This is an optimization exercise on Yosys and OpenROAD, whose aim is small area and a short achievable clock period, not a production implementation.
At most, simulation tests tie the RTL to the original design; equivalence was not proved.
Only the layout flow was run in run 3; the RTL was not checked for function there.
In every run shown here, the design's own scripts or RTL, not TritonCTS, make the clock network.
No driver is modelled on the clock port, so clock power and skew are understated where the tree is cut down; a real chip needs a root buffer or a tree.
No activity file was given, so power comes from the tool's default toggle rates.

==> design.v <==
`timescale 1ns  / 10 ps
module CLA_4 (      
                    input  Cin,
                    input  [3:0] A, B,
                    output [3:0] Sum,Generate ,Propogate);
wire [3:0] Carry,g,p; 
assign Sum          = (A ^ B^ Carry);
assign g  		    = (A & B);                 
assign p  		    = (A ^ B);				   
assign Generate     =  g;				   
assign Propogate    =  p; 
assign Carry[0] =     Cin ;
assign Carry[1] =  (( Cin & p[0])                    |  g[0]);
assign Carry[2] =  (( Cin & p[0]&p[1] )              | (g[0]&p[1])               |  g[1]);
assign Carry[3] =  (( Cin & p[0]&p[1]&p[2])          | (g[0]&p[1]&p[2])          | (g[1]&p[2])           |  g[2] );
endmodule
`timescale 1ns  / 10 ps
module carry_out_4 (input  Cin,   input  [3:0] g, p, output Cout);
assign Cout =(( Cin & p[0]&p[1]&p[2]&p[3])     | (g[0]&p[1]&p[2]&p[3])     | (g[1]&p[2]&p[3])      | (g[2]&p[3])       |  g[3] );
endmodule
`timescale 1ns  / 10 ps
module carry_out_8 ( input  Cin,   input  [7:0] g, p, output Cout);
assign Cout = (( Cin & p[0]&p[1]&p[2]&p[3]&p[4]&p[5]&p[6]&p[7])  | (g[0]&p[1]&p[2]&p[3]&p[4]&p[5]&p[6]&p[7]) | (g[1]&p[2]&p[3]&p[4]&p[5]&p[6]&p[7])  | (g[2]&p[3]&p[4]&p[5]&p[6]&p[7])   | (g[3]&p[4]&p[5]&p[6]&p[7])    | g[4]&p[5]&p[6]&p[7]   | g[5]&p[6]&p[7]    | g[6]&p[7] | g[7]);  
endmodule
`timescale 1ns  / 10 ps
module carry_out_16 ( input  Cin,   input  [15:0] g, p, output Cout);
assign Cout = (( Cin &  p[0] &p[1]  &p[2]  &p[3]  &p[4]  &p[5]  &p[6]  &p[7]  &p[8]  &p[9]  &p[10] &p[11] &p[12] &p[13] &p[14] &p[15])  | 
                       (g[0] &p[1]  &p[2]  &p[3]  &p[4]  &p[5]  &p[6]  &p[7]  &p[8]  &p[9]  &p[10] &p[11] &p[12] &p[13] &p[14] &p[15])  | 
                       (g[1] &p[2]  &p[3]  &p[4]  &p[5]  &p[6]  &p[7]  &p[8]  &p[9]  &p[10] &p[11] &p[12] &p[13] &p[14] &p[15])  | 
                       (g[2] &p[3]  &p[4]  &p[5]  &p[6]  &p[7]  &p[8]  &p[9]  &p[10] &p[11] &p[12] &p[13] &p[14] &p[15])  | 
                       (g[3] &p[4]  &p[5]  &p[6]  &p[7]  &p[8]  &p[9]  &p[10] &p[11] &p[12] &p[13] &p[14] &p[15])  | 
                       (g[4] &p[5]  &p[6]  &p[7]  &p[8]  &p[9]  &p[10] &p[11] &p[12] &p[13] &p[14] &p[15])  | 
                       (g[5] &p[6]  &p[7]  &p[8]  &p[9]  &p[10] &p[11] &p[12] &p[13] &p[14] &p[15])  | 
                       (g[6] &p[7]  &p[8]  &p[9]  &p[10] &p[11] &p[12] &p[13] &p[14] &p[15])  | 
                       (g[7] &p[8]  &p[9]  &p[10] &p[11] &p[12] &p[13] &p[14] &p[15])  | 
                       (g[8] &p[9]  &p[10] &p[11] &p[12] &p[13] &p[14] &p[15])  | 
                       (g[9] &p[10] &p[11] &p[12] &p[13] &p[14] &p[15])  | 
                      (g[10] &p[11] &p[12] &p[13] &p[14] &p[15])  | 
                      (g[11] &p[12] &p[13] &p[14] &p[15])  | 
                      (g[12] &p[13] &p[14] &p[15])  | 
                      (g[13] &p[14] &p[15])  | 
                      (g[14] &p[15])  | 
                      (g[15])
					   );
endmodule
`timescale 1ns  / 10 ps
module carry_out_32 ( input  Cin,   input  [31:0] g, p, output Cout);
assign Cout = (( Cin &  p[0] &p[1]  &p[2]  &p[3]  &p[4]  &p[5]  &p[6]  &p[7]  &p[8]  &p[9]  &p[10] &p[11] &p[12] &p[13] &p[14] &p[15] &p[16] &p[17] &p[18] &p[19] &p[20] &p[21] &p[22] &p[23] &p[24] &p[25] &p[26] &p[27] &p[28] &p[29] &p[30] &p[31])  | 
                       (g[0] &p[1]  &p[2]  &p[3]  &p[4]  &p[5]  &p[6]  &p[7]  &p[8]  &p[9]  &p[10] &p[11] &p[12] &p[13] &p[14] &p[15] &p[16] &p[17] &p[18] &p[19] &p[20] &p[21] &p[22] &p[23] &p[24] &p[25] &p[26] &p[27] &p[28] &p[29] &p[30] &p[31])  | 
                       (g[1] &p[2]  &p[3]  &p[4]  &p[5]  &p[6]  &p[7]  &p[8]  &p[9]  &p[10] &p[11] &p[12] &p[13] &p[14] &p[15] &p[16] &p[17] &p[18] &p[19] &p[20] &p[21] &p[22] &p[23] &p[24] &p[25] &p[26] &p[27] &p[28] &p[29] &p[30] &p[31])  |  
                       (g[2] &p[3]  &p[4]  &p[5]  &p[6]  &p[7]  &p[8]  &p[9]  &p[10] &p[11] &p[12] &p[13] &p[14] &p[15] &p[16] &p[17] &p[18] &p[19] &p[20] &p[21] &p[22] &p[23] &p[24] &p[25] &p[26] &p[27] &p[28] &p[29] &p[30] &p[31])  | 
                       (g[3] &p[4]  &p[5]  &p[6]  &p[7]  &p[8]  &p[9]  &p[10] &p[11] &p[12] &p[13] &p[14] &p[15] &p[16] &p[17] &p[18] &p[19] &p[20] &p[21] &p[22] &p[23] &p[24] &p[25] &p[26] &p[27] &p[28] &p[29] &p[30] &p[31])  | 
                       (g[4] &p[5]  &p[6]  &p[7]  &p[8]  &p[9]  &p[10] &p[11] &p[12] &p[13] &p[14] &p[15] &p[16] &p[17] &p[18] &p[19] &p[20] &p[21] &p[22] &p[23] &p[24] &p[25] &p[26] &p[27] &p[28] &p[29] &p[30] &p[31])  | 
                       (g[5] &p[6]  &p[7]  &p[8]  &p[9]  &p[10] &p[11] &p[12] &p[13] &p[14] &p[15] &p[16] &p[17] &p[18] &p[19] &p[20] &p[21] &p[22] &p[23] &p[24] &p[25] &p[26] &p[27] &p[28] &p[29] &p[30] &p[31])  | 
                       (g[6] &p[7]  &p[8]  &p[9]  &p[10] &p[11] &p[12] &p[13] &p[14] &p[15] &p[16] &p[17] &p[18] &p[19] &p[20] &p[21] &p[22] &p[23] &p[24] &p[25] &p[26] &p[27] &p[28] &p[29] &p[30] &p[31])  | 
                       (g[7] &p[8]  &p[9]  &p[10] &p[11] &p[12] &p[13] &p[14] &p[15] &p[16] &p[17] &p[18] &p[19] &p[20] &p[21] &p[22] &p[23] &p[24] &p[25] &p[26] &p[27] &p[28] &p[29] &p[30] &p[31])  | 
                       (g[8] &p[9]  &p[10] &p[11] &p[12] &p[13] &p[14] &p[15] &p[16] &p[17] &p[18] &p[19] &p[20] &p[21] &p[22] &p[23] &p[24] &p[25] &p[26] &p[27] &p[28] &p[29] &p[30] &p[31])  | 
                       (g[9] &p[10] &p[11] &p[12] &p[13] &p[14] &p[15] &p[16] &p[17] &p[18] &p[19] &p[20] &p[21] &p[22] &p[23] &p[24] &p[25] &p[26] &p[27] &p[28] &p[29] &p[30] &p[31])  | 
                       (g[10]&p[11] &p[12] &p[13] &p[14] &p[15] &p[16] &p[17] &p[18] &p[19] &p[20] &p[21] &p[22] &p[23] &p[24] &p[25] &p[26] &p[27] &p[28] &p[29] &p[30] &p[31])  | 
                       (g[11]&p[12] &p[13] &p[14] &p[15] &p[16] &p[17] &p[18] &p[19] &p[20] &p[21] &p[22] &p[23] &p[24] &p[25] &p[26] &p[27] &p[28] &p[29] &p[30] &p[31])  | 
                       (g[12]&p[13] &p[14] &p[15] &p[16] &p[17] &p[18] &p[19] &p[20] &p[21] &p[22] &p[23] &p[24] &p[25] &p[26] &p[27] &p[28] &p[29] &p[30] &p[31])  | 
                       (g[13]&p[14] &p[15] &p[16] &p[17] &p[18] &p[19] &p[20] &p[21] &p[22] &p[23] &p[24] &p[25] &p[26] &p[27] &p[28] &p[29] &p[30] &p[31])  | 
                       (g[14]&p[15] &p[16] &p[17] &p[18] &p[19] &p[20] &p[21] &p[22] &p[23] &p[24] &p[25] &p[26] &p[27] &p[28] &p[29] &p[30] &p[31])  | 
                       (g[15]&p[16] &p[17] &p[18] &p[19] &p[20] &p[21] &p[22] &p[23] &p[24] &p[25] &p[26] &p[27] &p[28] &p[29] &p[30] &p[31])  | 
                       (g[16]&p[17] &p[18] &p[19] &p[20] &p[21] &p[22] &p[23] &p[24] &p[25] &p[26] &p[27] &p[28] &p[29] &p[30] &p[31])  | 
                       (g[17]&p[18] &p[19] &p[20] &p[21] &p[22] &p[23] &p[24] &p[25] &p[26] &p[27] &p[28] &p[29] &p[30] &p[31])  | 
                       (g[18]&p[19] &p[20] &p[21] &p[22] &p[23] &p[24] &p[25] &p[26] &p[27] &p[28] &p[29] &p[30] &p[31])  | 
                       (g[19]&p[20] &p[21] &p[22] &p[23] &p[24] &p[25] &p[26] &p[27] &p[28] &p[29] &p[30] &p[31])  | 
                       (g[20]&p[21] &p[22] &p[23] &p[24] &p[25] &p[26] &p[27] &p[28] &p[29] &p[30] &p[31])  | 
                       (g[21]&p[22] &p[23] &p[24] &p[25] &p[26] &p[27] &p[28] &p[29] &p[30] &p[31])  | 
                       (g[22]&p[23] &p[24] &p[25] &p[26] &p[27] &p[28] &p[29] &p[30] &p[31])  | 
                       (g[23]&p[24] &p[25] &p[26] &p[27] &p[28] &p[29] &p[30] &p[31])  | 
                       (g[24]&p[25] &p[26] &p[27] &p[28] &p[29] &p[30] &p[31])  | 
                       (g[25]&p[26] &p[27] &p[28] &p[29] &p[30] &p[31])  | 
                       (g[26]&p[27] &p[28] &p[29] &p[30] &p[31])  | 
                       (g[27]&p[28] &p[29] &p[30] &p[31])  | 
                       (g[28]&p[29] &p[30] &p[31])  | 
                       (g[29]&p[30] &p[31])  | 
                       (g[30]&p[31])  | 
                       (g[31])
                       );
endmodule
`timescale 1ns / 10 ps
module CLA_64_4 (   input  [63:0] a_inp,
                    input  [63:0] b_inp,
                    output reg [63:0] s_out,
                    output reg        c_out,
                    input         clock,
                    input         reset);
reg  [2:0] u0;
wire [2:0] n0 = {1'b0, a_inp[1:0]} + {1'b0, b_inp[1:0]};
reg  [2:0] u1;
wire [2:0] n1 = {1'b0, a_inp[3:2]} + {1'b0, b_inp[3:2]};
reg  [2:0] u2;
wire [2:0] n2 = {1'b0, a_inp[5:4]} + {1'b0, b_inp[5:4]};
reg  [2:0] u3;
wire [2:0] n3 = {1'b0, a_inp[7:6]} + {1'b0, b_inp[7:6]};
reg  [2:0] u4;
wire [2:0] n4 = {1'b0, a_inp[9:8]} + {1'b0, b_inp[9:8]};
reg  [2:0] u5;
wire [2:0] n5 = {1'b0, a_inp[11:10]} + {1'b0, b_inp[11:10]};
reg  [2:0] u6;
wire [2:0] n6 = {1'b0, a_inp[13:12]} + {1'b0, b_inp[13:12]};
reg  [2:0] u7;
wire [2:0] n7 = {1'b0, a_inp[15:14]} + {1'b0, b_inp[15:14]};
reg  [2:0] u8;
wire [2:0] n8 = {1'b0, a_inp[17:16]} + {1'b0, b_inp[17:16]};
reg  [2:0] u9;
wire [2:0] n9 = {1'b0, a_inp[19:18]} + {1'b0, b_inp[19:18]};
reg  [2:0] u10;
wire [2:0] n10 = {1'b0, a_inp[21:20]} + {1'b0, b_inp[21:20]};
reg  [2:0] u11;
wire [2:0] n11 = {1'b0, a_inp[23:22]} + {1'b0, b_inp[23:22]};
reg  [2:0] u12;
wire [2:0] n12 = {1'b0, a_inp[25:24]} + {1'b0, b_inp[25:24]};
reg  [2:0] u13;
wire [2:0] n13 = {1'b0, a_inp[27:26]} + {1'b0, b_inp[27:26]};
reg  [2:0] u14;
wire [2:0] n14 = {1'b0, a_inp[29:28]} + {1'b0, b_inp[29:28]};
reg  [2:0] u15;
wire [2:0] n15 = {1'b0, a_inp[31:30]} + {1'b0, b_inp[31:30]};
reg  [2:0] u16;
wire [2:0] n16 = {1'b0, a_inp[33:32]} + {1'b0, b_inp[33:32]};
reg  [2:0] u17;
wire [2:0] n17 = {1'b0, a_inp[35:34]} + {1'b0, b_inp[35:34]};
reg  [2:0] u18;
wire [2:0] n18 = {1'b0, a_inp[37:36]} + {1'b0, b_inp[37:36]};
reg  [2:0] u19;
wire [2:0] n19 = {1'b0, a_inp[39:38]} + {1'b0, b_inp[39:38]};
reg  [2:0] u20;
wire [2:0] n20 = {1'b0, a_inp[41:40]} + {1'b0, b_inp[41:40]};
reg  [2:0] u21;
wire [2:0] n21 = {1'b0, a_inp[43:42]} + {1'b0, b_inp[43:42]};
reg  [2:0] u22;
wire [2:0] n22 = {1'b0, a_inp[45:44]} + {1'b0, b_inp[45:44]};
reg  [2:0] u23;
wire [2:0] n23 = {1'b0, a_inp[47:46]} + {1'b0, b_inp[47:46]};
reg  [2:0] u24;
wire [2:0] n24 = {1'b0, a_inp[49:48]} + {1'b0, b_inp[49:48]};
reg  [2:0] u25;
wire [2:0] n25 = {1'b0, a_inp[51:50]} + {1'b0, b_inp[51:50]};
reg  [2:0] u26;
wire [2:0] n26 = {1'b0, a_inp[53:52]} + {1'b0, b_inp[53:52]};
reg  [2:0] u27;
wire [2:0] n27 = {1'b0, a_inp[55:54]} + {1'b0, b_inp[55:54]};
reg  [2:0] u28;
wire [2:0] n28 = {1'b0, a_inp[57:56]} + {1'b0, b_inp[57:56]};
reg  [2:0] u29;
wire [2:0] n29 = {1'b0, a_inp[59:58]} + {1'b0, b_inp[59:58]};
reg  [2:0] u30;
wire [2:0] n30 = {1'b0, a_inp[61:60]} + {1'b0, b_inp[61:60]};
reg  [2:0] u31;
wire [2:0] n31 = {1'b0, a_inp[63:62]} + {1'b0, b_inp[63:62]};
wire g0_0 = u0[2];
wire p0_0 = &u0[1:0];
wire g1_1 = u1[2];
wire p1_1 = &u1[1:0];
wire g2_2 = u2[2];
wire p2_2 = &u2[1:0];
wire g3_3 = u3[2];
wire p3_3 = &u3[1:0];
wire g4_4 = u4[2];
wire p4_4 = &u4[1:0];
wire g5_5 = u5[2];
wire p5_5 = &u5[1:0];
wire g6_6 = u6[2];
wire p6_6 = &u6[1:0];
wire g7_7 = u7[2];
wire p7_7 = &u7[1:0];
wire g8_8 = u8[2];
wire p8_8 = &u8[1:0];
wire g9_9 = u9[2];
wire p9_9 = &u9[1:0];
wire g10_10 = u10[2];
wire p10_10 = &u10[1:0];
wire g11_11 = u11[2];
wire p11_11 = &u11[1:0];
wire g12_12 = u12[2];
wire p12_12 = &u12[1:0];
wire g13_13 = u13[2];
wire p13_13 = &u13[1:0];
wire g14_14 = u14[2];
wire p14_14 = &u14[1:0];
wire g15_15 = u15[2];
wire p15_15 = &u15[1:0];
wire g16_16 = u16[2];
wire p16_16 = &u16[1:0];
wire g17_17 = u17[2];
wire p17_17 = &u17[1:0];
wire g18_18 = u18[2];
wire p18_18 = &u18[1:0];
wire g19_19 = u19[2];
wire p19_19 = &u19[1:0];
wire g20_20 = u20[2];
wire p20_20 = &u20[1:0];
wire g21_21 = u21[2];
wire p21_21 = &u21[1:0];
wire g22_22 = u22[2];
wire p22_22 = &u22[1:0];
wire g23_23 = u23[2];
wire p23_23 = &u23[1:0];
wire g24_24 = u24[2];
wire p24_24 = &u24[1:0];
wire g25_25 = u25[2];
wire p25_25 = &u25[1:0];
wire g26_26 = u26[2];
wire p26_26 = &u26[1:0];
wire g27_27 = u27[2];
wire p27_27 = &u27[1:0];
wire g28_28 = u28[2];
wire p28_28 = &u28[1:0];
wire g29_29 = u29[2];
wire p29_29 = &u29[1:0];
wire g30_30 = u30[2];
wire p30_30 = &u30[1:0];
wire g31_31 = u31[2];
wire p31_31 = &u31[1:0];
wire g1_0 = g1_1 | (p1_1 & g0_0);
wire g3_2 = g3_3 | (p3_3 & g2_2);
wire p3_2 = p3_3 & p2_2;
wire g5_4 = g5_5 | (p5_5 & g4_4);
wire p5_4 = p5_5 & p4_4;
wire g7_6 = g7_7 | (p7_7 & g6_6);
wire p7_6 = p7_7 & p6_6;
wire g9_8 = g9_9 | (p9_9 & g8_8);
wire p9_8 = p9_9 & p8_8;
wire g11_10 = g11_11 | (p11_11 & g10_10);
wire p11_10 = p11_11 & p10_10;
wire g13_12 = g13_13 | (p13_13 & g12_12);
wire p13_12 = p13_13 & p12_12;
wire g15_14 = g15_15 | (p15_15 & g14_14);
wire p15_14 = p15_15 & p14_14;
wire g17_16 = g17_17 | (p17_17 & g16_16);
wire p17_16 = p17_17 & p16_16;
wire g19_18 = g19_19 | (p19_19 & g18_18);
wire p19_18 = p19_19 & p18_18;
wire g21_20 = g21_21 | (p21_21 & g20_20);
wire p21_20 = p21_21 & p20_20;
wire g23_22 = g23_23 | (p23_23 & g22_22);
wire p23_22 = p23_23 & p22_22;
wire g25_24 = g25_25 | (p25_25 & g24_24);
wire p25_24 = p25_25 & p24_24;
wire g27_26 = g27_27 | (p27_27 & g26_26);
wire p27_26 = p27_27 & p26_26;
wire g29_28 = g29_29 | (p29_29 & g28_28);
wire p29_28 = p29_29 & p28_28;
wire g31_30 = g31_31 | (p31_31 & g30_30);
wire p31_30 = p31_31 & p30_30;
wire g2_0 = g2_2 | (p2_2 & g1_0);
wire g3_0 = g3_2 | (p3_2 & g1_0);
wire g6_4 = g6_6 | (p6_6 & g5_4);
wire p6_4 = p6_6 & p5_4;
wire g7_4 = g7_6 | (p7_6 & g5_4);
wire p7_4 = p7_6 & p5_4;
wire g10_8 = g10_10 | (p10_10 & g9_8);
wire p10_8 = p10_10 & p9_8;
wire g11_8 = g11_10 | (p11_10 & g9_8);
wire p11_8 = p11_10 & p9_8;
wire g14_12 = g14_14 | (p14_14 & g13_12);
wire p14_12 = p14_14 & p13_12;
wire g15_12 = g15_14 | (p15_14 & g13_12);
wire p15_12 = p15_14 & p13_12;
wire g18_16 = g18_18 | (p18_18 & g17_16);
wire p18_16 = p18_18 & p17_16;
wire g19_16 = g19_18 | (p19_18 & g17_16);
wire p19_16 = p19_18 & p17_16;
wire g22_20 = g22_22 | (p22_22 & g21_20);
wire p22_20 = p22_22 & p21_20;
wire g23_20 = g23_22 | (p23_22 & g21_20);
wire p23_20 = p23_22 & p21_20;
wire g26_24 = g26_26 | (p26_26 & g25_24);
wire p26_24 = p26_26 & p25_24;
wire g27_24 = g27_26 | (p27_26 & g25_24);
wire p27_24 = p27_26 & p25_24;
wire g30_28 = g30_30 | (p30_30 & g29_28);
wire p30_28 = p30_30 & p29_28;
wire g31_28 = g31_30 | (p31_30 & g29_28);
wire p31_28 = p31_30 & p29_28;
wire g4_0 = g4_4 | (p4_4 & g3_0);
wire g5_0 = g5_4 | (p5_4 & g3_0);
wire g6_0 = g6_4 | (p6_4 & g3_0);
wire g7_0 = g7_4 | (p7_4 & g3_0);
wire g12_8 = g12_12 | (p12_12 & g11_8);
wire p12_8 = p12_12 & p11_8;
wire g13_8 = g13_12 | (p13_12 & g11_8);
wire p13_8 = p13_12 & p11_8;
wire g14_8 = g14_12 | (p14_12 & g11_8);
wire p14_8 = p14_12 & p11_8;
wire g15_8 = g15_12 | (p15_12 & g11_8);
wire p15_8 = p15_12 & p11_8;
wire g20_16 = g20_20 | (p20_20 & g19_16);
wire p20_16 = p20_20 & p19_16;
wire g21_16 = g21_20 | (p21_20 & g19_16);
wire p21_16 = p21_20 & p19_16;
wire g22_16 = g22_20 | (p22_20 & g19_16);
wire p22_16 = p22_20 & p19_16;
wire g23_16 = g23_20 | (p23_20 & g19_16);
wire p23_16 = p23_20 & p19_16;
wire g28_24 = g28_28 | (p28_28 & g27_24);
wire p28_24 = p28_28 & p27_24;
wire g29_24 = g29_28 | (p29_28 & g27_24);
wire p29_24 = p29_28 & p27_24;
wire g30_24 = g30_28 | (p30_28 & g27_24);
wire p30_24 = p30_28 & p27_24;
wire g31_24 = g31_28 | (p31_28 & g27_24);
wire p31_24 = p31_28 & p27_24;
wire g8_0 = g8_8 | (p8_8 & g7_0);
wire g9_0 = g9_8 | (p9_8 & g7_0);
wire g10_0 = g10_8 | (p10_8 & g7_0);
wire g11_0 = g11_8 | (p11_8 & g7_0);
wire g12_0 = g12_8 | (p12_8 & g7_0);
wire g13_0 = g13_8 | (p13_8 & g7_0);
wire g14_0 = g14_8 | (p14_8 & g7_0);
wire g15_0 = g15_8 | (p15_8 & g7_0);
wire g24_16 = g24_24 | (p24_24 & g23_16);
wire p24_16 = p24_24 & p23_16;
wire g25_16 = g25_24 | (p25_24 & g23_16);
wire p25_16 = p25_24 & p23_16;
wire g26_16 = g26_24 | (p26_24 & g23_16);
wire p26_16 = p26_24 & p23_16;
wire g27_16 = g27_24 | (p27_24 & g23_16);
wire p27_16 = p27_24 & p23_16;
wire g28_16 = g28_24 | (p28_24 & g23_16);
wire p28_16 = p28_24 & p23_16;
wire g29_16 = g29_24 | (p29_24 & g23_16);
wire p29_16 = p29_24 & p23_16;
wire g30_16 = g30_24 | (p30_24 & g23_16);
wire p30_16 = p30_24 & p23_16;
wire g31_16 = g31_24 | (p31_24 & g23_16);
wire p31_16 = p31_24 & p23_16;
wire g16_0 = g16_16 | (p16_16 & g15_0);
wire g17_0 = g17_16 | (p17_16 & g15_0);
wire g18_0 = g18_16 | (p18_16 & g15_0);
wire g19_0 = g19_16 | (p19_16 & g15_0);
wire g20_0 = g20_16 | (p20_16 & g15_0);
wire g21_0 = g21_16 | (p21_16 & g15_0);
wire g22_0 = g22_16 | (p22_16 & g15_0);
wire g23_0 = g23_16 | (p23_16 & g15_0);
wire g24_0 = g24_16 | (p24_16 & g15_0);
wire g25_0 = g25_16 | (p25_16 & g15_0);
wire g26_0 = g26_16 | (p26_16 & g15_0);
wire g27_0 = g27_16 | (p27_16 & g15_0);
wire g28_0 = g28_16 | (p28_16 & g15_0);
wire g29_0 = g29_16 | (p29_16 & g15_0);
wire g30_0 = g30_16 | (p30_16 & g15_0);
wire g31_0 = g31_16 | (p31_16 & g15_0);
wire c0 = 1'b0;
wire c1 = g0_0;
wire c2 = g1_0;
wire c3 = g2_0;
wire c4 = g3_0;
wire c5 = g4_0;
wire c6 = g5_0;
wire c7 = g6_0;
wire c8 = g7_0;
wire c9 = g8_0;
wire c10 = g9_0;
wire c11 = g10_0;
wire c12 = g11_0;
wire c13 = g12_0;
wire c14 = g13_0;
wire c15 = g14_0;
wire c16 = g15_0;
wire c17 = g16_0;
wire c18 = g17_0;
wire c19 = g18_0;
wire c20 = g19_0;
wire c21 = g20_0;
wire c22 = g21_0;
wire c23 = g22_0;
wire c24 = g23_0;
wire c25 = g24_0;
wire c26 = g25_0;
wire c27 = g26_0;
wire c28 = g27_0;
wire c29 = g28_0;
wire c30 = g29_0;
wire c31 = g30_0;
wire c32 = g31_0;
wire [1:0] t0 = u0[1:0] + {1'd0, c0};
wire [1:0] t1 = u1[1:0] + {1'd0, c1};
wire [1:0] t2 = u2[1:0] + {1'd0, c2};
wire [1:0] t3 = u3[1:0] + {1'd0, c3};
wire [1:0] t4 = u4[1:0] + {1'd0, c4};
wire [1:0] t5 = u5[1:0] + {1'd0, c5};
wire [1:0] t6 = u6[1:0] + {1'd0, c6};
wire [1:0] t7 = u7[1:0] + {1'd0, c7};
wire [1:0] t8 = u8[1:0] + {1'd0, c8};
wire [1:0] t9 = u9[1:0] + {1'd0, c9};
wire [1:0] t10 = u10[1:0] + {1'd0, c10};
wire [1:0] t11 = u11[1:0] + {1'd0, c11};
wire [1:0] t12 = u12[1:0] + {1'd0, c12};
wire [1:0] t13 = u13[1:0] + {1'd0, c13};
wire [1:0] t14 = u14[1:0] + {1'd0, c14};
wire [1:0] t15 = u15[1:0] + {1'd0, c15};
wire [1:0] t16 = u16[1:0] + {1'd0, c16};
wire [1:0] t17 = u17[1:0] + {1'd0, c17};
wire [1:0] t18 = u18[1:0] + {1'd0, c18};
wire [1:0] t19 = u19[1:0] + {1'd0, c19};
wire [1:0] t20 = u20[1:0] + {1'd0, c20};
wire [1:0] t21 = u21[1:0] + {1'd0, c21};
wire [1:0] t22 = u22[1:0] + {1'd0, c22};
wire [1:0] t23 = u23[1:0] + {1'd0, c23};
wire [1:0] t24 = u24[1:0] + {1'd0, c24};
wire [1:0] t25 = u25[1:0] + {1'd0, c25};
wire [1:0] t26 = u26[1:0] + {1'd0, c26};
wire [1:0] t27 = u27[1:0] + {1'd0, c27};
wire [1:0] t28 = u28[1:0] + {1'd0, c28};
wire [1:0] t29 = u29[1:0] + {1'd0, c29};
wire [1:0] t30 = u30[1:0] + {1'd0, c30};
wire [1:0] t31 = u31[1:0] + {1'd0, c31};
reg vld;
always @(posedge clock)
begin
    u0 <= n0;
    u1 <= n1;
    u2 <= n2;
    u3 <= n3;
    u4 <= n4;
    u5 <= n5;
    u6 <= n6;
    u7 <= n7;
    u8 <= n8;
    u9 <= n9;
    u10 <= n10;
    u11 <= n11;
    u12 <= n12;
    u13 <= n13;
    u14 <= n14;
    u15 <= n15;
    u16 <= n16;
    u17 <= n17;
    u18 <= n18;
    u19 <= n19;
    u20 <= n20;
    u21 <= n21;
    u22 <= n22;
    u23 <= n23;
    u24 <= n24;
    u25 <= n25;
    u26 <= n26;
    u27 <= n27;
    u28 <= n28;
    u29 <= n29;
    u30 <= n30;
    u31 <= n31;
end
always @(posedge clock or posedge reset)
begin
    if (reset)
        begin
            vld   <= 1'b0;
            s_out <= 64'b0;
            c_out <= 1'b0;
        end
    else
        begin
            vld   <= 1'b1;
            s_out <= {t31, t30, t29, t28, t27, t26, t25, t24, t23, t22, t21, t20, t19, t18, t17, t16, t15, t14, t13, t12, t11, t10, t9, t8, t7, t6, t5, t4, t3, t2, t1, t0} & {64{vld}};
            c_out <= c32 & vld;
        end
end
endmodule
==> flow/run.sh <==
#!/bin/bash
set -e
cat >> config.mk <<CFG
export BUFFER_PORTS_ARGS = -buffer_cell sky130_fd_sc_hd__buf_1
export PRE_CTS_TCL = $PWD/flow/cts_manual.tcl
export MANUAL_CTS_NLEAF = 8
export MANUAL_CTS_NL1 = 4
export MANUAL_CTS_LEAF = sky130_fd_sc_hd__inv_12
export MANUAL_CTS_L1 = sky130_fd_sc_hd__inv_4
export SETUP_SLACK_MARGIN = 6.5
CFG
bash standard.sh > standard.log 2>&1
==> flow/cts_manual.tcl <==
# Pre-CTS hook: a small, balanced clock tree built by hand.
# The flip-flops are split by balanced k-means on their placed locations
# into NLEAF groups; each group gets a leaf clock buffer at its centre. The
# leaf buffers are split the same way into NL1 groups, each driven by one
# first-level buffer, and the first-level buffers are driven by the clock
# port (NL1 = 0: the leaves hang on the port). Every flip-flop sits behind
# the same number of buffers, so all of them get the same clock latency up
# to wire and load differences. The standard clock_tree_synthesis call that
# follows in cts.tcl is turned into a no-op. The buffers may be inverters
# (both levels then, so the flip-flops see the clock's own polarity).

# balanced k-means: items are {obj x y}; returns the group index of each item
proc mcts_cluster {items k} {
  set n [llength $items]
  set sorted [lsort -integer -index 1 $items]
  set centres {}
  for {set g 0} {$g < $k} {incr g} {
    set lo [expr {$g * $n / $k}]
    set hi [expr {($g + 1) * $n / $k - 1}]
    set ax 0; set ay 0
    foreach s [lrange $sorted $lo $hi] { incr ax [lindex $s 1]; incr ay [lindex $s 2] }
    set m [expr {max(1, $hi - $lo + 1)}]
    lappend centres [list [expr {$ax / $m}] [expr {$ay / $m}]]
  }
  set cap [expr {($n + $k - 1) / $k}]
  for {set iter 0} {$iter < 40} {incr iter} {
    set pairs {}
    set i 0
    foreach s $items {
      for {set g 0} {$g < $k} {incr g} {
        set c [lindex $centres $g]
        set dx [expr {[lindex $s 1] - [lindex $c 0]}]
        set dy [expr {[lindex $s 2] - [lindex $c 1]}]
        lappend pairs [list [expr {$dx * $dx + $dy * $dy}] $i $g]
      }
      incr i
    }
    set pairs [lsort -integer -index 0 $pairs]
    array unset asg
    for {set g 0} {$g < $k} {incr g} { set cnt($g) 0; set sx($g) 0; set sy($g) 0 }
    foreach p $pairs {
      lassign $p d i g
      if {[info exists asg($i)] || $cnt($g) >= $cap} continue
      set asg($i) $g
      incr cnt($g)
    }
    for {set i 0} {$i < $n} {incr i} {
      incr sx($asg($i)) [lindex [lindex $items $i] 1]
      incr sy($asg($i)) [lindex [lindex $items $i] 2]
    }
    set centres {}
    for {set g 0} {$g < $k} {incr g} {
      lappend centres [list [expr {$sx($g) / max(1, $cnt($g))}] [expr {$sy($g) / max(1, $cnt($g))}]]
    }
  }
  set out {}
  for {set i 0} {$i < $n} {incr i} { lappend out $asg($i) }
  return [list $out $centres]
}

proc mcts_centre {iterm} {
  set bb [[$iterm getInst] getBBox]
  return [list $iterm [expr {([$bb xMin] + [$bb xMax]) / 2}] [expr {([$bb yMin] + [$bb yMax]) / 2}]]
}

# one buffer per group: moves each group's sinks onto a new net driven by
# the buffer; returns the buffers' input pins as items
proc mcts_level {block master items k name driver_net} {
  lassign [mcts_cluster $items $k] asg centres
  set outs {}
  for {set g 0} {$g < $k} {incr g} {
    set inst [odb::dbInst_create $block $master "${name}_$g"]
    set net [odb::dbNet_create $block "${name}_net_$g"]
    $net setSigType CLOCK
    set opin X
    if {[$master findMTerm Y] ne "NULL"} { set opin Y }
    [$inst findITerm $opin] connect $net
    [$inst findITerm A] connect $driver_net
    lassign [lindex $centres $g] cx cy
    $inst setLocation [expr {$cx - [$master getWidth] / 2}] [expr {$cy - [$master getHeight] / 2}]
    $inst setPlacementStatus PLACED
    set bnet($g) $net
    set cnt($g) 0
    lappend outs [mcts_centre [$inst findITerm A]]
  }
  set i 0
  foreach s $items {
    set it [lindex $s 0]
    $it disconnect
    $it connect $bnet([lindex $asg $i])
    incr cnt([lindex $asg $i])
    incr i
  }
  for {set g 0} {$g < $k} {incr g} { puts "manual cts: $name $g drives $cnt($g) pins near [lindex $centres $g]" }
  return $outs
}

proc manual_cts {} {
  set nleaf 8
  set nl1 2
  set leafcell sky130_fd_sc_hd__clkbuf_16
  set l1cell sky130_fd_sc_hd__clkbuf_16
  if {[info exists ::env(MANUAL_CTS_NLEAF)]} { set nleaf $::env(MANUAL_CTS_NLEAF) }
  if {[info exists ::env(MANUAL_CTS_NL1)]} { set nl1 $::env(MANUAL_CTS_NL1) }
  if {[info exists ::env(MANUAL_CTS_LEAF)]} { set leafcell $::env(MANUAL_CTS_LEAF) }
  if {[info exists ::env(MANUAL_CTS_L1)]} { set l1cell $::env(MANUAL_CTS_L1) }
  set db [ord::get_db]
  set block [ord::get_db_block]
  set clk_net [$block findNet clock]
  set sinks {}
  foreach it [$clk_net getITerms] { lappend sinks [mcts_centre $it] }
  puts "manual cts: [llength $sinks] clock sinks, $nleaf leaf buffers, $nl1 first-level buffers"
  set leaves [mcts_level $block [$db findMaster $leafcell] $sinks $nleaf clkbuf_leaf $clk_net]
  if {$nl1 > 0} {
    mcts_level $block [$db findMaster $l1cell] $leaves $nl1 clkbuf_l1 $clk_net
  }
}
manual_cts

set_propagated_clock [all_clocks]
# cts.tcl next calls repair_clock_inverters, which would clone the tree's
# inverters per load, and then clock_tree_synthesis; the tree is complete,
# so both are skipped.
rename repair_clock_inverters orig_repair_clock_inverters
proc repair_clock_inverters {args} { puts "manual cts: repair_clock_inverters skipped" }
rename clock_tree_synthesis orig_clock_tree_synthesis
proc clock_tree_synthesis {args} { puts "manual cts: clock_tree_synthesis skipped" }

# The port buffers are all made from one cell by buffer_ports; the output
# ports' buffers may be swapped to another (PORT_OUT_BUF).
if {[info exists ::env(PORT_OUT_BUF)]} {
  set m [[ord::get_db] findMaster $::env(PORT_OUT_BUF)]
  set k 0
  foreach bt [[ord::get_db_block] getBTerms] {
    if {[$bt getIoType] ne "OUTPUT"} continue
    set drv [[$bt getNet] getFirstOutput]
    if {$drv eq "NULL"} continue
    [$drv getInst] swapMaster $m
    incr k
  }
  puts "port buffers: $k output port drivers made $::env(PORT_OUT_BUF)"
}
==> standard.sh <==
#!/bin/bash
# synth_recipe.tcl (not shown) runs the flow's synth.tcl, then flattens the netlist and writes it again
# the make line also repeats each setting of config.mk as NAME=value (left out here)
make -C /OpenROAD-flow-scripts/flow DESIGN_CONFIG=/design/flow/config.mk WORK_HOME=/design/flow/orfs CLKGATE_MAP_FILE= SYNTH_SCRIPT=/design/flow/synth_recipe.tcl "${@:-finish}"
==> config.mk <==
export PLATFORM = sky130hd
export DESIGN_NAME = CLA_64_4
export DESIGN_NICKNAME = CLA_64_4
export VERILOG_FILES = /design/flow/design.v
export SDC_FILE = /design/flow/constraint.sdc
export NUM_CORES = 4
export LEC_CHECK = 0
export CAP_MARGIN = 20
export CORE_MARGIN = 2
export CORE_UTILIZATION = 60
export SLEW_MARGIN = 20
export BUFFER_PORTS_ARGS = -buffer_cell sky130_fd_sc_hd__buf_1
export PRE_CTS_TCL = /design/flow/flow/cts_manual.tcl
export MANUAL_CTS_NLEAF = 8
export MANUAL_CTS_NL1 = 4
export MANUAL_CTS_LEAF = sky130_fd_sc_hd__inv_12
export MANUAL_CTS_L1 = sky130_fd_sc_hd__inv_4
export SETUP_SLACK_MARGIN = 6.5
==> constraint.sdc <==
create_clock -name core_clock -period 9.0 [get_ports {clock}]
set_input_delay 1.8000 -clock core_clock [delete_from_list [all_inputs] [get_ports {clock}]]
set_output_delay 1.8000 -clock core_clock [all_outputs]
set_load 0.01 [all_outputs]
==> impl_metrics.json, run 1 <==
{
  "yosysTopAreaCell": "dfxtp_1",
  "tightest_slew_ns": 0.886,
  "fmax_mhz": 398,
  "worstSetupPathType": "flip-flop to flip-flop",
  "worstHoldPathCells": 1,
  "synth_edf_count": 0,
  "via_count": 4236,
  "die_w_um": 107,
  "hold_viol_final": 0,
  "synth_top_cell_area_share_pct": 29.9,
  "diodes": 0,
  "async_reset_ff_share_pct": 40.7,
  "synth_area_um2": 6430,
  "fin_crit_sh_pct": 27.9,
  "design_area_um2": 8190,
  "drcViolationCount": 0,
  "cp_data_required_time_ns": 9.05,
  "path_cells": "a21o_1, a31oi_4, o31a_1, o211ai_4, a21boi_4, o21ai_2, a41oi_2, buf_4, inv_2, ha_4, xor2_1, and2_1",
  "ys_ff_latch": 162,
  "wl_per_cell_um": 15.8,
  "rows": 37,
  "end_kind": "flip-flop",
  "area_delta_synth_final_pct": 27.5,
  "worst_r2r_path_depth": 12,
  "core_um2": 10400,
  "wirelength_um": 13100,
  "dieArea_um2": 11600,
  "layout-drive-gt1-share_pct": 19.4,
  "final_cell_mix": "176 x buf_1, 87 x dfxtp_1, 65 x dfrtp_1, 64 x and2_1, 33 x ha_4",
  "via_per_inst": 5.12,
  "place_congestion": 0.775,
  "finalCriticalPeriod_ns": 2.51,
  "cts_hold_buf": 0,
  "antenna_left": 0,
  "die_y_um": 107,
  "slowest_stage": "dfxtp_4",
  "maxCapViolCount": 0,
  "outcome": "no timing/DRC/antenna violations",
  "maxSlewViolCount": 0,
  "initial_core_util_pct": 62.0,
  "finClkSkew_ns": 0.0197,
  "top_layer": "met4",
  "worstPathArrival_ns": 2.56,
  "clk_pin_slew_ns": 0.08,
  "slew_headroom_pct": 40.9,
  "insertion_delay_ns": 0.16,
  "leakagePower_nw": 3.49,
  "setup_violations": 0,
  "dpl_cell_area_um2": 7710,
  "port_buffers": 194,
  "grt_max_degree": 67,
  "grt_usage_pct": 22.0,
  "yosys-top-cells-area": "dfxtp_1 30%, dfrtp_1 26%, ha_1 12%",
  "dp_hpwl_um": 9820,
  "rsz0062_at_grt": "true",
  "first_pass_iters": 4,
  "io_pins": 195,
  "ir_worst_vdd_v": 0.000134,
  "antenna_found_initial": 0,
  "p_total_mw": 1.49,
  "ys_seq_area_share_pct": 55.6,
  "wl_met1_um": 5140,
  "syn_area_per_cell_um2": 13.6,
  "p_per_area_nw_per_um2": 181,
  "nets": 919,
  "synth.distinct_cells": 41,
  "synth_nets": 696,
  "synthFlopType": "dfxtp_1",
  "largest_register_ffs": 64,
  "cp_max_fo": 3,
  "ys.warnings.count": 1,
  "largest-register": "s_out",
  "grt_pass1_wl_um": 20300,
  "grt_pass1_vias": 4359,
  "hp-class": "flip-flop to flip-flop",
  "drt-initial-drc-count": 165,
  "finalSetupTns_ns": 0,
  "wl_met3_um": 676,
  "wl_met2_um": 6990,
  "grt-ovfl-total": 0,
  "final_common_cell": "buf_1",
  "syn_inst": 471,
  "max_stage_delay_ns": 0.36,
  "start_kind": "flip-flop",
  "n_fill_cell": 656
}
## final timing paths
| kind | end | from | slack [ns] |
|---|---|---|---|
| min in group asynchronous | s_out[47] | reset | 1.80 |
| min reg2reg | s_out[1] | u0[1] | 0.44 |
| min | s_out[1] | u0[1] | 0.44 |
| max reg2reg | s_out[57] | u6[2] | 6.49 |
| max | s_out[57] | u6[2] | 6.49 |
| max in group asynchronous | vld | reset | 6.78 |
## metrics by stage
step	hold slack (ns)	utilization [%]	setup slack, ns	cells
floorplan	0.419	-	6.49	471
global placement	0.422	74.4	6.28	795
detailed placement	0.429	74.4	6.28	795
CTS	0.446	76.7	6.47	815
global route	0.477	79.0	6.38	828
finish	0.442	79.0	6.49	828
## worst max-delay path: cells and delay by family (launching register included)
kind / cells / cell delay (ns)
buffers and inverters: 2 / 0.22
DFF: 1 / 0.36
and+or+nand+nor: 1 / 0.16
adders and majority gates: 1 / 0.14
xor gates and xnor gates: 1 / 0.13
AOI/OAI and AO/OA: 7 / 1.38
## layer usage
metal / up-vias / track usage, %
met5: - / 0
met4: 0 / 4.30
met3: 24 / 2.54
met2: 141 / 40.8
met1: 2034 / 27.9
li1: 2037 / -
## final cells by class
cell class	count	area, µm²	area share [%]
flip-flops and latches	162	3590	43.8
inverters	20	189	2.31
well taps	136	170	2.08
multi-input cells	294	3300	40.3
repair buffers	216	942	11.5
## cell families after synthesis
| family | after synthesis | share of synthesized area, % |
|---|---|---|
| simple gates | 118 | 10.6 |
| flops | 162 | 55.6 |
| buf+inv | 15 | 0.876 |
| fa+ha+maj | 95 | 22.2 |
| compound gates | 49 | 6.41 |
| xor+xnor | 31 | 4.23 |
| other cells | 1 | 0.0584 |
## report_power, final
| group | internal, mW | switching (mW) | leakage [nW] |
|---|---|---|---|
| registers | 0.815 | 0.0614 | 1.66 |
| clock network | 0.0553 | 0.258 | 0.0762 |
| logic | 0.148 | 0.149 | 1.76 |
| total | 1.02 | 0.468 | 3.49 |
## synth_stat cells, types with 4 or more instances
master / instances
nand2_1: 19
inv_1: 8
fa_1: 32
clkbuf_1: 7
dfxtp_1: 96
nand4_1: 7
o21ai_0: 4
dfrtp_1: 66
a31oi_1: 7
and2_1: 64
a31o_2: 14
nor2_1: 6
xor2_1: 31
nand3_1: 6
ha_1: 63
## repair_timing
item,4_1_cts,5_1_grt
endpoints found under the setup margin,9,40
buffers inserted,8,13
pin swaps,6,16
resized for setup,11,43
hold endpoints to repair,0,0
==> run 2, diff against run 1 <==
--- a/config.mk
+++ b/config.mk
@@ -10,4 +10,5 @@
 export CORE_UTILIZATION = 60
 export SLEW_MARGIN = 20
+export TNS_END_PERCENT = 0
 export BUFFER_PORTS_ARGS = -buffer_cell sky130_fd_sc_hd__buf_1
 export PRE_CTS_TCL = /design/flow/flow/cts_manual.tcl
==> run 2 against run 1 <==
  * Still clean
  * Critical path depth fell by 11
  * Synthesized area did not move
  * Combinational power fell by 13%
  * Sequential share of layout area rose by 2.8 points
==> impl_metrics.json, run 2 <==
{
  "final_cells": 810,
  "core_um2": 10400,
  "final_common_cell": "buf_1",
  "worstSetupPathType": "flip-flop to output pin",
  "grt_usage_pct": 21.0,
  "placement.setup.worst_slack_ns": 6.25,
  "rsz0062_at_grt": "true",
  "yosysMostFrequentCell": "dfxtp_1",
  "drt-initial-drc-count": 158,
  "diodes": 0,
  "ir_worst_vdd_v": 0.000160,
  "hp-class": "flip-flop to flip-flop",
  "synth_top_cell_area_share_pct": 29.9,
  "hold_end": "s_out[0]",
  "r2r_slack_ns": 6.56,
  "grt_pass1_vias": 4286,
  "syn_inst": 471,
  "initial_core_util_pct": 62.0,
  "port_buffers": 194,
  "end_kind": "output pin",
  "worstHoldPathCells": 1,
  "cp_max_fo": 1,
  "n_fill_cell": 754,
  "maxSlewViolCount": 0,
  "synthFlopType": "dfxtp_1",
  "dpl_cell_area_um2": 7390,
  "dieArea_um2": 11600,
  "seq_area_um2": 3580,
  "wl_per_cell_um": 14.7,
  "ys_ff_latch": 162,
  "final_core_util_pct": 74.1,
  "drcViolationCount": 0,
  "rows": 37,
  "fin_crit_sh_pct": 27.7,
  "synth_common_cells": "96 x dfxtp_1, 66 x dfrtp_1, 64 x and2_1",
  "hold_ws_ns": 0.447,
  "via_per_inst": 5.03,
  "ys.warnings.count": 1,
  "slowest_stage": "dfrtp_1",
  "synth.distinct_cells": 41,
  "worst_r2r_path_depth": 11,
  "grt_max_degree": 67,
  "tightest_slew_ns": 0.874,
  "synth_nets": 696,
  "path_cells": "buf_1",
  "setup_ws_ns": 6.50,
  "max_stage_delay_ns": 0.40,
  "synth_edf_count": 0,
  "fmax_mhz": 400,
  "cp_top_family": "flip-flops",
  "finClkSkew_ns": 0.0248,
  "hold_start": "u0[0]",
  "reg2reg_from": "u5[1]",
  "finalSetupTns_ns": 0,
  "hold_viol_final": 0,
  "design_area_um2": 7680,
  "maxCapViolCount": 0,
  "die_w_um": 107,
  "area_delta_synth_final_pct": 19.5,
  "largest-register": "s_out",
  "first_pass_iters": 4,
  "largest_register_ffs": 64,
  "antenna_found_initial": 0,
  "worst-path-buf-inv": 1,
  "start_kind": "flip-flop",
  "final_cell_mix": "194 x buf_1, 90 x dfxtp_1, 65 x dfrtp_1, 64 x and2_1, 35 x ha_2",
  "grt_pass1_wl_um": 19500,
  "cp_data_required_time_ns": 7.20,
  "setup_violations": 0,
  "finalCriticalPeriod_ns": 2.50,
  "nets": 901,
  "async_reset_ff_share_pct": 40.7,
  "io_pins": 195,
  "insertion_delay_ns": 0.17,
  "wirelength_um": 11900,
  "dp_hpwl_um": 9420,
  "grt-ovfl-total": 0,
  "slew_headroom_pct": 41.7,
  "place_congestion": 0.802,
  "yosysTopAreaCell": "dfxtp_1",
  "antenna_left": 0,
  "synth_area_um2": 6430,
  "layout-drive-gt1-share_pct": 13.5,
  "leakagePower_nw": 3.29,
  "outcome": "no timing/DRC/antenna violations",
  "p_total_mw": 1.45,
  "multi_input_area_um2": 2980,
  "reg2reg_to": "s_out[45]",
  "die_y_um": 107,
  "yosys-top-cells-area": "dfxtp_1 30%, dfrtp_1 26%, ha_1 12%",
  "ys_seq_area_share_pct": 55.6,
  "clk_pin_slew_ns": 0.08,
  "cts_hold_buf": 0,
  "worstPathArrival_ns": 0.70,
  "p_per_area_nw_per_um2": 188,
  "syn_area_per_cell_um2": 13.6,
  "placed_cells": 795,
  "via_count": 4076
}
run 2: cell counts after synthesis:
Identical to the previous run, type by type.
run 2: worst max-delay path by stage:
stage / from / end / slack [ns] / depth (start not counted)
floorplan: reset / c_out / 6.49 / 1
global placement: reset / vld / 6.27 / 3
detailed placement: reset / vld / 6.25 / 3
CTS: u17[0] / s_out[55] / 6.46 / 11
global route: u5[0] / s_out[55] / 6.39 / 11
finish: s_out[23] / s_out[23] / 6.50 / 1
run 2: layout make-up:
| type | instances | share of cell area, % |
|---|---|---|
| Inverter | 20 | 2.46 |
| Multi-Input combinational cell | 294 | 38.8 |
| Sequential cell | 162 | 46.6 |
| Tap cell | 136 | 2.21 |
| Timing Repair Buffer | 198 | 9.92 |
run 2: cells by family (layout without fill, tap and decap cells):
logic type / Yosys count / count (layout) / share of synthesized area (%)
AOI/OAI and AO/OA: 49 / 49 / 6.41
xor gates and xnor gates: 31 / 31 / 4.23
adders and majority gates: 95 / 95 / 22.2
buffers and inverters: 15 / 218 / 0.876
DFF: 162 / 162 / 55.6
other: 1 / 1 / 0.0584
and+or+nand+nor: 118 / 118 / 10.6
run 2: worst register-to-register path, delay by kind of cell (launching register included):
kind | cells | cell delay (ns)
compound gates | 6 | 1.13
simple gates | 3 | 0.55
flops | 1 | 0.35
fa+ha+maj | 1 | 0.17
xor+xnor | 1 | 0.13
run 2: power by group:
| group | switching (mW) | internal, mW | total [mW] |
|---|---|---|---|
| combinational | 0.133 | 0.123 | 0.257 |
| clock | 0.259 | 0.0553 | 0.315 |
| sequential | 0.0604 | 0.814 | 0.874 |
run 2: timing repair:
item | CTS | global route
pin swaps | 0 | 15
resized for setup | 1 | 23
buffers inserted | 0 | 3
endpoints found under the setup margin | 8 | 34
run 2: routing by layer:
metal	GRT usage (%)	share of wire, %
met1	27.4	41
met2	38.2	51
met3	1.94	5.6
met4	4.40	2.2
met5	0	0
==> run 3, diff against run 2 <==
--- a/design.v
+++ b/design.v
@@ -247,102 +247,56 @@
 wire g31_30 = g31_31 | (p31_31 & g30_30);
 wire p31_30 = p31_31 & p30_30;
-wire g2_0 = g2_2 | (p2_2 & g1_0);
 wire g3_0 = g3_2 | (p3_2 & g1_0);
-wire g6_4 = g6_6 | (p6_6 & g5_4);
-wire p6_4 = p6_6 & p5_4;
 wire g7_4 = g7_6 | (p7_6 & g5_4);
 wire p7_4 = p7_6 & p5_4;
-wire g10_8 = g10_10 | (p10_10 & g9_8);
-wire p10_8 = p10_10 & p9_8;
 wire g11_8 = g11_10 | (p11_10 & g9_8);
 wire p11_8 = p11_10 & p9_8;
-wire g14_12 = g14_14 | (p14_14 & g13_12);
-wire p14_12 = p14_14 & p13_12;
 wire g15_12 = g15_14 | (p15_14 & g13_12);
 wire p15_12 = p15_14 & p13_12;
-wire g18_16 = g18_18 | (p18_18 & g17_16);
-wire p18_16 = p18_18 & p17_16;
 wire g19_16 = g19_18 | (p19_18 & g17_16);
 wire p19_16 = p19_18 & p17_16;
-wire g22_20 = g22_22 | (p22_22 & g21_20);
-wire p22_20 = p22_22 & p21_20;
 wire g23_20 = g23_22 | (p23_22 & g21_20);
 wire p23_20 = p23_22 & p21_20;
-wire g26_24 = g26_26 | (p26_26 & g25_24);
-wire p26_24 = p26_26 & p25_24;
 wire g27_24 = g27_26 | (p27_26 & g25_24);
 wire p27_24 = p27_26 & p25_24;
-wire g30_28 = g30_30 | (p30_30 & g29_28);
-wire p30_28 = p30_30 & p29_28;
 wire g31_28 = g31_30 | (p31_30 & g29_28);
 wire p31_28 = p31_30 & p29_28;
-wire g4_0 = g4_4 | (p4_4 & g3_0);
-wire g5_0 = g5_4 | (p5_4 & g3_0);
-wire g6_0 = g6_4 | (p6_4 & g3_0);
 wire g7_0 = g7_4 | (p7_4 & g3_0);
-wire g12_8 = g12_12 | (p12_12 & g11_8);
-wire p12_8 = p12_12 & p11_8;
-wire g13_8 = g13_12 | (p13_12 & g11_8);
-wire p13_8 = p13_12 & p11_8;
-wire g14_8 = g14_12 | (p14_12 & g11_8);
-wire p14_8 = p14_12 & p11_8;
 wire g15_8 = g15_12 | (p15_12 & g11_8);
 wire p15_8 = p15_12 & p11_8;
-wire g20_16 = g20_20 | (p20_20 & g19_16);
-wire p20_16 = p20_20 & p19_16;
-wire g21_16 = g21_20 | (p21_20 & g19_16);
-wire p21_16 = p21_20 & p19_16;
-wire g22_16 = g22_20 | (p22_20 & g19_16);
-wire p22_16 = p22_20 & p19_16;
 wire g23_16 = g23_20 | (p23_20 & g19_16);
 wire p23_16 = p23_20 & p19_16;
-wire g28_24 = g28_28 | (p28_28 & g27_24);
-wire p28_24 = p28_28 & p27_24;
-wire g29_24 = g29_28 | (p29_28 & g27_24);
-wire p29_24 = p29_28 & p27_24;
-wire g30_24 = g30_28 | (p30_28 & g27_24);
-wire p30_24 = p30_28 & p27_24;
 wire g31_24 = g31_28 | (p31_28 & g27_24);
 wire p31_24 = p31_28 & p27_24;
-wire g8_0 = g8_8 | (p8_8 & g7_0);
-wire g9_0 = g9_8 | (p9_8 & g7_0);
-wire g10_0 = g10_8 | (p10_8 & g7_0);
-wire g11_0 = g11_8 | (p11_8 & g7_0);
-wire g12_0 = g12_8 | (p12_8 & g7_0);
-wire g13_0 = g13_8 | (p13_8 & g7_0);
-wire g14_0 = g14_8 | (p14_8 & g7_0);
 wire g15_0 = g15_8 | (p15_8 & g7_0);
-wire g24_16 = g24_24 | (p24_24 & g23_16);
-wire p24_16 = p24_24 & p23_16;
-wire g25_16 = g25_24 | (p25_24 & g23_16);
-wire p25_16 = p25_24 & p23_16;
-wire g26_16 = g26_24 | (p26_24 & g23_16);
-wire p26_16 = p26_24 & p23_16;
-wire g27_16 = g27_24 | (p27_24 & g23_16);
-wire p27_16 = p27_24 & p23_16;
-wire g28_16 = g28_24 | (p28_24 & g23_16);
-wire p28_16 = p28_24 & p23_16;
-wire g29_16 = g29_24 | (p29_24 & g23_16);
-wire p29_16 = p29_24 & p23_16;
-wire g30_16 = g30_24 | (p30_24 & g23_16);
-wire p30_16 = p30_24 & p23_16;
 wire g31_16 = g31_24 | (p31_24 & g23_16);
 wire p31_16 = p31_24 & p23_16;
-wire g16_0 = g16_16 | (p16_16 & g15_0);
-wire g17_0 = g17_16 | (p17_16 & g15_0);
-wire g18_0 = g18_16 | (p18_16 & g15_0);
-wire g19_0 = g19_16 | (p19_16 & g15_0);
-wire g20_0 = g20_16 | (p20_16 & g15_0);
-wire g21_0 = g21_16 | (p21_16 & g15_0);
-wire g22_0 = g22_16 | (p22_16 & g15_0);
-wire g23_0 = g23_16 | (p23_16 & g15_0);
-wire g24_0 = g24_16 | (p24_16 & g15_0);
-wire g25_0 = g25_16 | (p25_16 & g15_0);
-wire g26_0 = g26_16 | (p26_16 & g15_0);
-wire g27_0 = g27_16 | (p27_16 & g15_0);
-wire g28_0 = g28_16 | (p28_16 & g15_0);
-wire g29_0 = g29_16 | (p29_16 & g15_0);
-wire g30_0 = g30_16 | (p30_16 & g15_0);
 wire g31_0 = g31_16 | (p31_16 & g15_0);
+wire g23_0 = g23_16 | (p23_16 & g15_0);
+wire g11_0 = g11_8 | (p11_8 & g7_0);
+wire g19_0 = g19_16 | (p19_16 & g15_0);
+wire g27_0 = g27_24 | (p27_24 & g23_0);
+wire g5_0 = g5_4 | (p5_4 & g3_0);
+wire g9_0 = g9_8 | (p9_8 & g7_0);
+wire g13_0 = g13_12 | (p13_12 & g11_0);
+wire g17_0 = g17_16 | (p17_16 & g15_0);
+wire g21_0 = g21_20 | (p21_20 & g19_0);
+wire g25_0 = g25_24 | (p25_24 & g23_0);
+wire g29_0 = g29_28 | (p29_28 & g27_0);
+wire g2_0 = g2_2 | (p2_2 & g1_0);
+wire g4_0 = g4_4 | (p4_4 & g3_0);
+wire g6_0 = g6_6 | (p6_6 & g5_0);
+wire g8_0 = g8_8 | (p8_8 & g7_0);
+wire g10_0 = g10_10 | (p10_10 & g9_0);
+wire g12_0 = g12_12 | (p12_12 & g11_0);
+wire g14_0 = g14_14 | (p14_14 & g13_0);
+wire g16_0 = g16_16 | (p16_16 & g15_0);
+wire g18_0 = g18_18 | (p18_18 & g17_0);
+wire g20_0 = g20_20 | (p20_20 & g19_0);
+wire g22_0 = g22_22 | (p22_22 & g21_0);
+wire g24_0 = g24_24 | (p24_24 & g23_0);
+wire g26_0 = g26_26 | (p26_26 & g25_0);
+wire g28_0 = g28_28 | (p28_28 & g27_0);
+wire g30_0 = g30_30 | (p30_30 & g29_0);
 wire c0 = 1'b0;
 wire c1 = g0_0;
==> flow/run.sh (replaced) <==
#!/bin/bash
set -e
cat >> config.mk <<CFG
export BUFFER_PORTS_ARGS = -buffer_cell sky130_fd_sc_hd__buf_2
export PRE_CTS_TCL = $PWD/flow/cts_manual.tcl
export MANUAL_CTS_NLEAF = 8
export MANUAL_CTS_NL1 = 4
export MANUAL_CTS_LEAF = sky130_fd_sc_hd__inv_12
export MANUAL_CTS_L1 = sky130_fd_sc_hd__inv_4
export SETUP_SLACK_MARGIN = 6.35
CFG
bash standard.sh > standard.log 2>&1
--- a/flow/cts_manual.tcl
+++ b/flow/cts_manual.tcl
@@ -126,17 +126,2 @@
 rename clock_tree_synthesis orig_clock_tree_synthesis
 proc clock_tree_synthesis {args} { puts "manual cts: clock_tree_synthesis skipped" }
-
-# The port buffers are all made from one cell by buffer_ports; the output
-# ports' buffers may be swapped to another (PORT_OUT_BUF).
-if {[info exists ::env(PORT_OUT_BUF)]} {
-  set m [[ord::get_db] findMaster $::env(PORT_OUT_BUF)]
-  set k 0
-  foreach bt [[ord::get_db_block] getBTerms] {
-    if {[$bt getIoType] ne "OUTPUT"} continue
-    set drv [[$bt getNet] getFirstOutput]
-    if {$drv eq "NULL"} continue
-    [$drv getInst] swapMaster $m
-    incr k
-  }
-  puts "port buffers: $k output port drivers made $::env(PORT_OUT_BUF)"
-}
--- a/config.mk
+++ b/config.mk
@@ -8,8 +8,7 @@
 export CAP_MARGIN = 20
 export CORE_MARGIN = 2
-export CORE_UTILIZATION = 60
+export CORE_UTILIZATION = 40
 export SLEW_MARGIN = 20
-export TNS_END_PERCENT = 0
-export BUFFER_PORTS_ARGS = -buffer_cell sky130_fd_sc_hd__buf_1
+export BUFFER_PORTS_ARGS = -buffer_cell sky130_fd_sc_hd__buf_2
 export PRE_CTS_TCL = /design/flow/flow/cts_manual.tcl
 export MANUAL_CTS_NLEAF = 8
@@ -17,3 +16,3 @@
 export MANUAL_CTS_LEAF = sky130_fd_sc_hd__inv_12
 export MANUAL_CTS_L1 = sky130_fd_sc_hd__inv_4
-export SETUP_SLACK_MARGIN = 6.5
+export SETUP_SLACK_MARGIN = 6.35
==> run 3 against run 2 <==
  * Die area is 46% higher
  * Highest routed layer unchanged
  * Clock skew is 0.0056 ns lower
  * Largest cell class unchanged
  * Final cell count is 8.1% higher
  * Maximum frequency is 3.7% lower
  * Worst setup slack worse by 0.096 ns
  * First-iteration DRC count is 27% lower
  * Sequential share of layout area is 0.90 points lower
  * Global-route usage is 6.7 points lower
  * Power is 1.7% higher
==> impl_metrics.json, run 3 <==
{
  "outcome": "no timing/DRC/antenna violations",
  "synth_area_um2": 6330,
  "slowest_stage": "o41ai_4",
  "fmax_mhz": 386,
  "area_delta_synth_final_pct": 24.1,
  "die_w_um": 130,
  "cts_hold_buf": 0,
  "initial_core_util_pct": 41.3,
  "grt_pass1_wl_um": 19500,
  "setup_ws_ns": 6.41,
  "yosys-top-cells-area": "dfxtp_1 30%, dfrtp_1 26%, ha_1 12%",
  "grt_pass1_vias": 4259,
  "maxSlewViolCount": 0,
  "tightest_slew_ns": 0.861,
  "final_cells": 876,
  "yosysTopAreaCell": "dfxtp_1",
  "yosysMostFrequentCell": "dfxtp_1",
  "cp_data_required_time_ns": 9.09,
  "fin_crit_sh_pct": 28.8,
  "slew_headroom_pct": 42.6,
  "drcViolationCount": 0,
  "placement.setup.worst_slack_ns": 6.18,
  "synth_common_cells": "96 x dfxtp_1, 66 x dfrtp_1, 64 x and2_1",
  "max_stage_delay_ns": 0.43,
  "io_pins": 195,
  "r2r_slack_ns": 6.41,
  "ys_ff_latch": 162,
  "rsz0062_at_grt": "true",
  "synth.distinct_cells": 35,
  "layout-drive-gt1-share_pct": 38.9,
  "drt-initial-drc-count": 116,
  "setup_violations": 0,
  "dp_hpwl_um": 9740,
  "insertion_delay_ns": 0.17,
  "grt_usage_pct": 14.3,
  "p_per_area_nw_per_um2": 187,
  "synthFlopType": "dfxtp_1",
  "final_cell_mix": "194 x buf_2, 83 x dfxtp_1, 65 x dfrtp_1, 64 x and2_1, 63 x ha_1",
  "via_per_inst": 4.56,
  "clk_pin_slew_ns": 0.08,
  "start_kind": "flip-flop",
  "worstSetupPathType": "flip-flop to flip-flop",
  "dieArea_um2": 16900,
  "antenna_left": 0,
  "syn_inst": 454,
  "finalCriticalPeriod_ns": 2.59,
  "grt-ovfl-total": 0,
  "hold_viol_final": 0,
  "ys.warnings.count": 1,
  "final_core_util_pct": 51.3,
  "path_cells": "nand4_1, nor3_2, a21oi_4, o41ai_4, a21o_4, a21oi_4, o31ai_4, a31o_1, ha_1, xor2_1, and2_1",
  "synth_nets": 679,
  "n_fill_cell": 1388,
  "wirelength_um": 12500,
  "placed_cells": 853,
  "nets": 890,
  "final_common_cell": "buf_2",
  "rows": 45,
  "via_count": 3995,
  "critPathMostFrequentCell": "a21oi_4",
  "synth_edf_count": 0,
  "maxCapViolCount": 0,
  "ir_worst_vdd_v": 0.0000990,
  "finalSetupTns_ns": 0,
  "seq_area_um2": 3590,
  "p_total_mw": 1.47,
  "antenna_found_initial": 2,
  "wl_per_cell_um": 14.3,
  "worstHoldPathCells": 1,
  "place_congestion": 0.754,
  "cp_max_fo": 5,
  "port_buffers": 194,
  "synth_top_cell_area_share_pct": 30.3,
  "hp-class": "flip-flop to flip-flop",
  "syn_area_per_cell_um2": 13.9,
  "worst_r2r_path_depth": 11,
  "worstPathArrival_ns": 2.69,
  "leakagePower_nw": 3.92,
  "end_kind": "flip-flop",
  "ys_seq_area_share_pct": 56.4,
  "largest_register_ffs": 64,
  "first_pass_iters": 4,
  "die_y_um": 130,
  "multi_input_area_um2": 2770,
  "grt_max_degree": 68,
  "largest-register": "s_out",
  "core_um2": 15300,
  "async_reset_ff_share_pct": 40.7,
  "finClkSkew_ns": 0.0192
}
[run 3: cell count changes in the layout (fill, tap and decap cells not counted), sizes merged, moves of 3 or more]
cell,delta
nand3,-5
a21oi,+4
o21bai,-3
o31ai,+3
buf,+6
a31oi,+5
inv,-3
nand2,-3
[run 3: logic make-up after synthesis]
kind of cell	after synthesis	share of synthesized area, %
AOI/OAI and AO/OA	51	6.62
DFF	162	56.4
adders and majority gates	95	22.6
buffers and inverters	12	0.711
and+or+nand+nor	102	9.33
other	1	0.0592
xor gates and xnor gates	31	4.29
[run 3: critical path, delay by kind of cell (launching register included)]
family          cells  cell delay [ns]
simple gates        3             0.53
fa+ha+maj           1             0.15
flops               1             0.40
compound gates      6             1.31
xor+xnor            1             0.14
[run 3: area by class of cell]
type | instances | area share, %
multi-input cells | 280 | 35.2
flip-flops and latches | 162 | 45.7
diodes | 2 | 0.0637
inverters | 17 | 2.26
well taps | 211 | 3.36
repair buffers | 204 | 13.4
[run 3: per-layer routing]
layer	GRT usage [%]	up-vias	routed length [µm]
li1	-	1961	-
met1	18.6	1883	5340
met2	25.5	127	6130
met3	1.52	24	660
met4	3.98	0	376
met5	0	-	0
[run 3: stage by stage]
stage / hold WS [ns] / cell area, µm²
after floorplan: 0.419 / 6340
after global placement: 0.438 / 7550
after detailed placement: 0.432 / 7550
after CTS: 0.434 / 7750
after global routing: 0.456 / 7860
final: 0.445 / 7860
[run 3: repair_timing]
action,CTS,global route
setup endpoints to repair,10,35
hold endpoints to repair,0,0
gates resized for setup,4,20
pin swaps,3,7
setup buffers,3,6
[run 3: path summary, 6_finish.rpt]
check	to	startpoint
max in group asynchronous	vld	reset
worst max-delay path	s_out[63]	u6[0]
worst min-delay path	s_out[0]	u0[0]
worst min register to register	s_out[0]	u0[0]
worst max register to register	s_out[63]	u6[0]
min in group asynchronous	s_out[31]	reset
[run 3: power by group]
part | switching (mW) | internal [mW]
combinational | 0.134 | 0.141
clock | 0.267 | 0.0553
sequential | 0.0586 | 0.815

[separate check: timing with driven ports]
The flow's constraints put no driver on any port. The routed layouts listed below were extracted and timed again, unchanged, in two steps.
Step 1 assumes that a clkbuf_16 drives the clock port and a buf_2 every other input.
Step 2 times the ports against the registers' clock, not the clock port: input delays grow and output delays shrink by t, the midpoint of the rising clock arrivals with the driver on.
a / b / c = ideal ports / drivers / drivers and shift; a / b = the first two.
run	t, ns	setup slack, ns	hold slack, ns	worst setup path at the end	pins driven straight from the clock port
run 1	0.241	6.489 / 6.423 / 6.318	0.442 / 0.442 / 0.442	input to register	4
run 2	0.239	6.503 / 6.416 / 6.343	0.447 / 0.448 / 0.448	input to register	4
run 3	0.244	6.406 / 6.403 / 6.291	0.445 / 0.446 / 0.446	input to register	4
After both steps setup and hold are still met in every run listed. The setup slack of run 1, which loses most, moves by -0.066 ns with the drivers and by -0.171 ns with both steps.
